What follows belongs to an exercise in optimizing a design on an open flow for small area, a short achievable clock period and few clock cycles per item; a production flow would make more cautious choices.
In this exercise RTL edits were held to simulation tests only and were not proved equivalent to the original.
Power figures rest on the tool's default switching activity, not on a simulated workload.

cedar:
==> flow/design.v <==
module lzc64 (
    input  [63:0] x,
    output [6:0]  n
);
    wire [31:0] v1;
    wire [31:0] c1;
    genvar i;
    generate
        for (i = 0; i < 32; i = i + 1) begin : l1
            assign v1[i] = x[2*i+1] | x[2*i];
            assign c1[i] = ~x[2*i+1];
        end
    endgenerate
    wire [15:0] v2;
    wire [31:0] c2;
    generate
        for (i = 0; i < 16; i = i + 1) begin : l2
            assign v2[i] = v1[2*i+1] | v1[2*i];
            assign c2[2*i+1:2*i] = v1[2*i+1] ? {1'b0, c1[2*i+1]} : {1'b1, c1[2*i]};
        end
    endgenerate
    wire [7:0] v3;
    wire [23:0] c3;
    generate
        for (i = 0; i < 8; i = i + 1) begin : l3
            assign v3[i] = v2[2*i+1] | v2[2*i];
            assign c3[3*i+2:3*i] = v2[2*i+1] ? {1'b0, c2[4*i+3:4*i+2]} : {1'b1, c2[4*i+1:4*i]};
        end
    endgenerate
    wire [3:0] v4;
    wire [15:0] c4;
    generate
        for (i = 0; i < 4; i = i + 1) begin : l4
            assign v4[i] = v3[2*i+1] | v3[2*i];
            assign c4[4*i+3:4*i] = v3[2*i+1] ? {1'b0, c3[6*i+5:6*i+3]} : {1'b1, c3[6*i+2:6*i]};
        end
    endgenerate
    wire [1:0] v5;
    wire [9:0] c5;
    generate
        for (i = 0; i < 2; i = i + 1) begin : l5
            assign v5[i] = v4[2*i+1] | v4[2*i];
            assign c5[5*i+4:5*i] = v4[2*i+1] ? {1'b0, c4[8*i+7:8*i+4]} : {1'b1, c4[8*i+3:8*i]};
        end
    endgenerate
    assign n = v5[1] ? {2'b00, c5[9:5]} :
               v5[0] ? {2'b01, c5[4:0]} : 7'd64;
endmodule
module inc63 (
    input  [62:0] x,
    output [62:0] s
);
    wire [63:0] c;           
    wire [8:0]  bc;          
    assign bc[0] = 1'b1;
    genvar i;
    generate
        for (i = 0; i < 8; i = i + 1) begin : blk
            assign bc[i+1] = bc[i] & (&x[(i*8+7 < 62 ? i*8+7 : 62):i*8]);
        end
        for (i = 0; i < 63; i = i + 1) begin : bit_
            if (i % 8 == 0)
                assign c[i] = bc[i/8];
            else
                assign c[i] = c[i-1] & x[i-1];
        end
    endgenerate
    assign s = x ^ c[62:0];
endmodule
module hcadd #(parameter W = 65) (
    input  [W-1:0] x,
    input  [W-1:0] y,
    input          ci,
    output [W-1:0] s
);
    localparam N = W + 1;    
    reg [N-1:0] G, P;
    integer i, d;
    always @* begin
        G = {x & y, ci};
        P = {x ^ y, 1'b0};
        for (i = N - 1; i >= 0; i = i - 1)
            if (i % 2 == 1) begin
                G[i] = G[i] | (P[i] & G[i - 1]);
                P[i] = P[i] & P[i - 1];
            end
        for (d = 2; d < N; d = d * 2)
            for (i = N - 1; i >= 0; i = i - 1)
                if (i % 2 == 1 && i >= d) begin
                    G[i] = G[i] | (P[i] & G[i - d]);
                    P[i] = P[i] & P[i - d];
                end
        for (i = N - 1; i >= 0; i = i - 1)
            if (i % 2 == 0 && i >= 2) begin
                G[i] = G[i] | (P[i] & G[i - 1]);
                P[i] = P[i] & P[i - 1];
            end
    end
    assign s = (x ^ y) ^ G[W-1:0];
endmodule
module SRT4_div(
    input               clock,
    input               reset,
    input               start,
    input               is_signed,
    input       [63:0]  a,
    input       [63:0]  b,
    output              ready,
    output              error,
    output      [63:0]  q,
    output      [63:0]  r
);
    wire sa_in = is_signed & a[63];
    wire sb_in = is_signed & b[63];
    wire [6:0] ca_in, cb_in;
    lzc64 lza (.x(a ^ {64{sa_in}}), .n(ca_in));
    lzc64 lzb (.x(b ^ {64{sb_in}}), .n(cb_in));
    reg        st_norm, st_iter, st_corr, st_done;
    wire       st_idle = ~(st_norm | st_iter | st_corr | st_done);
    reg [6:0]  CA, CB;
    reg        SA, SB;
    reg [5:0]  cnt;
    reg        err;
    reg        first;
    reg        Z;      
    reg        OPS;    
    reg [64:0] R;      
    reg [63:0] D;      
    reg [63:0] Q;      
    wire [7:0] k = {1'b0, CB} - {1'b0, CA} + {7'd0, SA & ~SB};
    wire kneg = k[7];
    wire bz = CB[6] & ~SB;   
    wire last = (cnt == 6'd0);
    wire ops0 = (SA == SB);
    wire rz = ~|R;
    wire [62:0] qinc;
    inc63 qi (.x(Q[63:1]), .s(qinc));
    wire [64:0] T;
    hcadd #(.W(65)) add (.x(R), .y({SB, D} ^ {65{OPS}}), .ci(OPS), .s(T));
    wire need = SA ? (~T[64] | Z | rz) : T[64];
    always @(posedge clock) begin
        CA <= ca_in;
        CB <= cb_in;
        SA <= sa_in;
        SB <= sb_in;
        err <= bz;
        if (reset) begin
            st_norm <= 1'b0;
            st_iter <= 1'b0;
            st_corr <= 1'b0;
            st_done <= 1'b0;
        end else begin
            st_norm <= st_idle & start;
            st_iter <= (st_norm & ~kneg & ~bz) | (st_iter & ~last);
            st_corr <= st_iter & last & need;
            st_done <= (st_norm & (kneg | bz)) | (st_iter & last & ~need) | st_corr;
        end
        first <= st_norm;
        Z <= st_iter & (Z | rz);
        cnt <= st_norm ? k[5:0] : cnt - 6'd1;
        OPS <= st_norm ? ops0 : (T[64] == SB);
        if (st_iter | (st_corr & ~rz))
            R <= T;
        else if (st_corr)
            R <= 65'd0;
        else
            R <= {sa_in, a};
        if (st_norm)
            D <= D << k[5:0];
        else if (st_iter & ~last)
            D <= {SB, D[63:1]};
        else
            D <= b;
        if (st_iter)
            Q <= {Q[62:1], first ? ~OPS : OPS, 1'b1};
        else if (st_corr)
            Q <= {(OPS & ~rz) ? qinc : Q[63:1], rz};
        else
            Q <= kneg ? 64'd0 : {{63{~ops0}}, 1'b1};
    end
    assign ready = st_done;
    assign error = err;
    assign q = Q;
    assign r = R[63:0];
endmodule
==> flow/config.mk <==
export PLATFORM = sky130hd
export DESIGN_NAME = SRT4_div
export DESIGN_NICKNAME = SRT4_div
export VERILOG_FILES = /design/flow/design.v
export SDC_FILE = /design/flow/constraint.sdc
export NUM_CORES = 4
export LEC_CHECK = 0
export ABC_AREA = 1
export CAP_MARGIN = 20
export CORE_MARGIN = 2
export CORE_UTILIZATION = 40
export PLACE_DENSITY = 0.6
export SLEW_MARGIN = 20
==> flow/constraint.sdc <==
create_clock -name core_clock -period 11.0 [get_ports {clock}]
set_input_delay 2.2000 -clock core_clock [delete_from_list [all_inputs] [get_ports {clock}]]
set_output_delay 2.2000 -clock core_clock [all_outputs]
set_load 0.01 [all_outputs]
standard.sh (not shown) runs the stock make flow with config.mk's settings and CLKGATE_MAP_FILE= SYNTH_SCRIPT=/design/flow/synth_recipe.tcl, a recipe that flattens the netlist after the stock synthesis.
==> flow/flow/run.sh <==
#!/bin/bash
# Standard layout, with repair_timing aiming 7.25 ns below the 11 ns clock so
# the resizer sizes up the divider's critical paths, the ports buffered with the
# smallest buffer (the resizer still sizes them up where timing needs it), and a
# clock tree of clkbuf_8 with clusters of up to 20 sinks.
# Make's output goes to flow.log; ORFS keeps each step's log under orfs/logs.
set -euo pipefail
bash standard.sh SETUP_SLACK_MARGIN=7.25 \
  "BUFFER_PORTS_ARGS=-buffer_cell sky130_fd_sc_hd__buf_1" \
  CTS_BUF_LIST=sky130_fd_sc_hd__clkbuf_8 CTS_CLUSTER_SIZE=20 \
  finish > flow.log 2>&1
Testbench counts of cedar, summed over its fixed seeds: cycles 179,963, divs 12,000.
Input-level comparison between juniper and cedar:
-- flow/design.v --
<<< cedar, line 68
    assign s = x ^ c[62:0];
endmodule
module hcadd #(parameter W = 65) (
    input  [W-1:0] x,
    input  [W-1:0] y,
    input          ci,
    output [W-1:0] s
);
    localparam N = W + 1;    
    reg [N-1:0] G, P;
    integer i, d;
    always @* begin
        G = {x & y, ci};
        P = {x ^ y, 1'b0};
        for (i = N - 1; i >= 0; i = i - 1)
            if (i % 2 == 1) begin
                G[i] = G[i] | (P[i] & G[i - 1]);
                P[i] = P[i] & P[i - 1];
            end
        for (d = 2; d < N; d = d * 2)
            for (i = N - 1; i >= 0; i = i - 1)
                if (i % 2 == 1 && i >= d) begin
                    G[i] = G[i] | (P[i] & G[i - d]);
                    P[i] = P[i] & P[i - d];
                end
        for (i = N - 1; i >= 0; i = i - 1)
            if (i % 2 == 0 && i >= 2) begin
                G[i] = G[i] | (P[i] & G[i - 1]);
                P[i] = P[i] & P[i - 1];
            end
    end
    assign s = (x ^ y) ^ G[W-1:0];
endmodule
module SRT4_div(
    input               clock,
>>> juniper, line 68
    assign s = x ^ c[62:0];
endmodule
module SRT4_div(
    input               clock,
<<< cedar, line 136
    wire [62:0] qinc;
    inc63 qi (.x(Q[63:1]), .s(qinc));
    wire [64:0] T;
    hcadd #(.W(65)) add (.x(R), .y({SB, D} ^ {65{OPS}}), .ci(OPS), .s(T));
    wire need = SA ? (~T[64] | Z | rz) : T[64];
    always @(posedge clock) begin
>>> juniper, line 105
    wire [62:0] qinc;
    inc63 qi (.x(Q[63:1]), .s(qinc));
    wire [64:0] T = R + ({SB, D} ^ {65{OPS}}) + {64'd0, OPS};
    wire need = SA ? (~T[64] | Z | rz) : T[64];
    always @(posedge clock) begin
The lower worst hold slack came out of cedar. juniper: worst path setup slack after routing is 90 ps lower than what cedar reported. Worst slew margin relative to its limit in juniper vs cedar: up 8.5 points. Compared with cedar, in juniper number of antenna violations at the first check in global routing now larger; shortest clock period the worst path allows after layout +90 ps; power dissipated by switching net loads up about 14%; average instance area after synthesis now smaller.
Testbench counts of juniper, summed over its fixed seeds: cycles 179,963, divs 12,000.

---

SRT4_div, a different RTL version from the one above (not shown whole).
For scale: about 2,800 cells after synthesis, about 220 flip-flops, about 0.022 mm² of cells after synthesis.
==> module SRT4_div, before the edit <==
module SRT4_div(
    input               clock,
    input               reset,
    input               start,
    input               is_signed,
    input       [63:0]  a,
    input       [63:0]  b,
    output              ready,
    output              error,
    output      [63:0]  q,
    output      [63:0]  r
);
    wire sa_in = is_signed & a[63];
    wire sb_in = is_signed & b[63];
    wire [6:0] ca_in, cb_in;
    lzc64 lza (.x(a ^ {64{sa_in}}), .n(ca_in));
    lzc64 lzb (.x(b ^ {64{sb_in}}), .n(cb_in));
    reg        st_norm, st_iter, st_corr, st_done;
    wire       st_idle = ~(st_norm | st_iter | st_corr | st_done);
    reg [6:0]  CA, CB;
    reg        SA, SB;
    reg [5:0]  cnt;
    reg        first;
    reg        Z;      
    reg        OPS;    
    reg [64:0] R;      
    reg [64:0] D;      
    reg [63:0] Q;      
    wire [7:0] k = {1'b0, CB} - {1'b0, CA} + {7'd0, SA & ~SB};
    wire kneg = k[7];
    wire bz = CB[6] & ~SB;   
    wire last = (cnt == 6'd0);
    wire ops0 = (SA == SB);
    wire rz = ~|R;
    wire [64:0] T = R + (D ^ {65{OPS}}) + {64'd0, OPS};
    wire need = SA ? (~T[64] | Z | rz) : T[64];
    always @(posedge clock) begin
        CA <= ca_in;
        CB <= cb_in;
        SA <= sa_in;
        SB <= sb_in;
        if (reset) begin
            st_norm <= 1'b0;
            st_iter <= 1'b0;
            st_corr <= 1'b0;
            st_done <= 1'b0;
        end else begin
            st_norm <= st_idle & start;
            st_iter <= (st_norm & ~kneg & ~bz) | (st_iter & ~last);
            st_corr <= st_iter & last & need;
            st_done <= (st_norm & (kneg | bz)) | (st_iter & last & ~need) | st_corr;
        end
        first <= st_norm;
        Z <= st_iter & (Z | rz);
        cnt <= st_norm ? k[5:0] : cnt - 6'd1;
        OPS <= st_norm ? ops0 : (T[64] == SB);
        if (st_iter | (st_corr & ~rz))
            R <= T;
        else if (st_corr)
            R <= 65'd0;
        else
            R <= {sa_in, a};
        if (st_norm)
            D <= D << k[5:0];
        else if (st_iter) begin
            if (~last)
                D <= {D[64], D[64:1]};
        end else if (~st_corr)
            D <= {sb_in, b};
        if (st_iter)
            Q <= {Q[62:1], first ? ~OPS : OPS, 1'b1};
        else if (st_corr)
            Q <= {(OPS & ~rz) ? Q[63:1] + 63'd1 : Q[63:1], rz};
        else
            Q <= kneg ? 64'd0 : {{63{~ops0}}, 1'b1};
    end
    assign ready = st_done;
    assign error = bz;
    assign q = Q;
    assign r = R[63:0];
endmodule
Settings: LEC_CHECK=0, CAP_MARGIN=20, CORE_MARGIN=2, CORE_UTILIZATION=40, PLACE_DENSITY=0.6, SLEW_MARGIN=20; clock period 11.0 ns.
==> flow/flow/run.sh <==
#!/bin/bash
# Standard layout, with repair_timing aiming 7 ns below the 11 ns clock so the
# resizer sizes up the divider's critical paths. Make's output goes to flow.log.
set -euo pipefail
bash standard.sh SETUP_SLACK_MARGIN=7 finish > flow.log 2>&1
Testbench counts at the start, summed over its fixed seeds: cycles 179,963, divs 12,000.
Then changed:
--- a/flow/design.v
+++ b/flow/design.v
@@ -66,11 +66,11 @@
     reg        st_norm, st_iter, st_corr, st_done;
     wire       st_idle = ~(st_norm | st_iter | st_corr | st_done);
     reg [6:0]  CA, CB;
     reg        SA, SB;
+    reg        err;
     reg [5:0]  cnt;
     reg        first;
-    reg        Z;      
     reg        OPS;    
     reg [64:0] R;      
     reg [64:0] D;      
     reg [63:0] Q;      
@@ -78,16 +78,21 @@
     wire kneg = k[7];
     wire bz = CB[6] & ~SB;   
     wire last = (cnt == 6'd0);
     wire ops0 = (SA == SB);
-    wire rz = ~|R;
-    wire [64:0] T = R + (D ^ {65{OPS}}) + {64'd0, OPS};
-    wire need = SA ? (~T[64] | Z | rz) : T[64];
+    wire [64:0] Y = D ^ {65{OPS}};
+    wire [64:0] T = R + Y + {64'd0, OPS};
+    wire [64:0] P = R ^ Y;
+    wire [64:0] K = {R[63:0] | Y[63:0], OPS};
+    wire        tz = &(P ~^ K);
+    wire        sT = tz ? SA : T[64];
+    wire        need = (sT != SA);
     always @(posedge clock) begin
         CA <= ca_in;
         CB <= cb_in;
         SA <= sa_in;
         SB <= sb_in;
+        err <= bz;
         if (reset) begin
             st_norm <= 1'b0;
             st_iter <= 1'b0;
             st_corr <= 1'b0;
@@ -98,32 +103,26 @@
             st_corr <= st_iter & last & need;
             st_done <= (st_norm & (kneg | bz)) | (st_iter & last & ~need) | st_corr;
         end
         first <= st_norm;
-        Z <= st_iter & (Z | rz);
         cnt <= st_norm ? k[5:0] : cnt - 6'd1;
-        OPS <= st_norm ? ops0 : (T[64] == SB);
-        if (st_iter | (st_corr & ~rz))
+        OPS <= st_norm ? ops0 : (sT == SB);
+        if (st_iter | st_corr)
             R <= T;
-        else if (st_corr)
-            R <= 65'd0;
         else
             R <= {sa_in, a};
         if (st_norm)
-            D <= D << k[5:0];
-        else if (st_iter) begin
-            if (~last)
-                D <= {D[64], D[64:1]};
-        end else if (~st_corr)
-            D <= {sb_in, b};
+            D <= {SB, b} << k[5:0];
+        else if (st_iter & ~last)
+            D <= {D[64], D[64:1]};
         if (st_iter)
             Q <= {Q[62:1], first ? ~OPS : OPS, 1'b1};
         else if (st_corr)
-            Q <= {(OPS & ~rz) ? Q[63:1] + 63'd1 : Q[63:1], rz};
+            Q <= OPS ? {Q[63:1] + 63'd1, 1'b0} : {Q[63:1], 1'b0};
         else
             Q <= kneg ? 64'd0 : {{63{~ops0}}, 1'b1};
     end
     assign ready = st_done;
-    assign error = bz;
+    assign error = err;
     assign q = Q;
     assign r = R[63:0];
 endmodule
What happened: The new run went through all stages and came out clean; power is higher by 8.1%; synthesized area is higher by about 8%; final cell count is higher by 8.3%; wire length is higher by about 6%; hold slack improved by 3.5 ps; sequential power came out lower by about 7%; final area climbs by 7.5%.
Testbench counts after the change, summed over its fixed seeds: cycles 179,909, divs 12,000.

-- separate check: timing with driven ports --
In the flow no input, the clock included, has a driving cell. The finished layouts below were timed again as built, in two steps.
Step 1 assumes that a clkbuf_16 drives the clock port and a buf_2 every other input.
Step 2 adds t to the input delays and takes it off the output delays; t is the mean of the earliest and latest rising clock arrival at the registers after step 1. Input paths then give back, and output paths get back, about the clock's delay inside the block.
Slacks: no drivers / after step 1 / after step 2; pairs: no drivers / after step 1.
| run | t (ns) | setup WS [ns] | pins driven straight from the clock port |
|---|---|---|---|
| cedar | 0.691 | 7.387 / 7.384 / 6.718 | 1 |
| juniper | 0.686 | 7.298 / 7.316 / 6.630 | 1 |
| the first run of note 2 | 0.625 | 7.058 / 7.003 / 6.466 | 1 |
| the second run of note 2 | 0.637 | 7.011 / 7.030 / 6.404 | 1 |
After both steps every run listed still meets setup and hold. The setup slack of cedar, which loses most, moves by -0.003 ns with the drivers and by -0.669 ns with both steps.
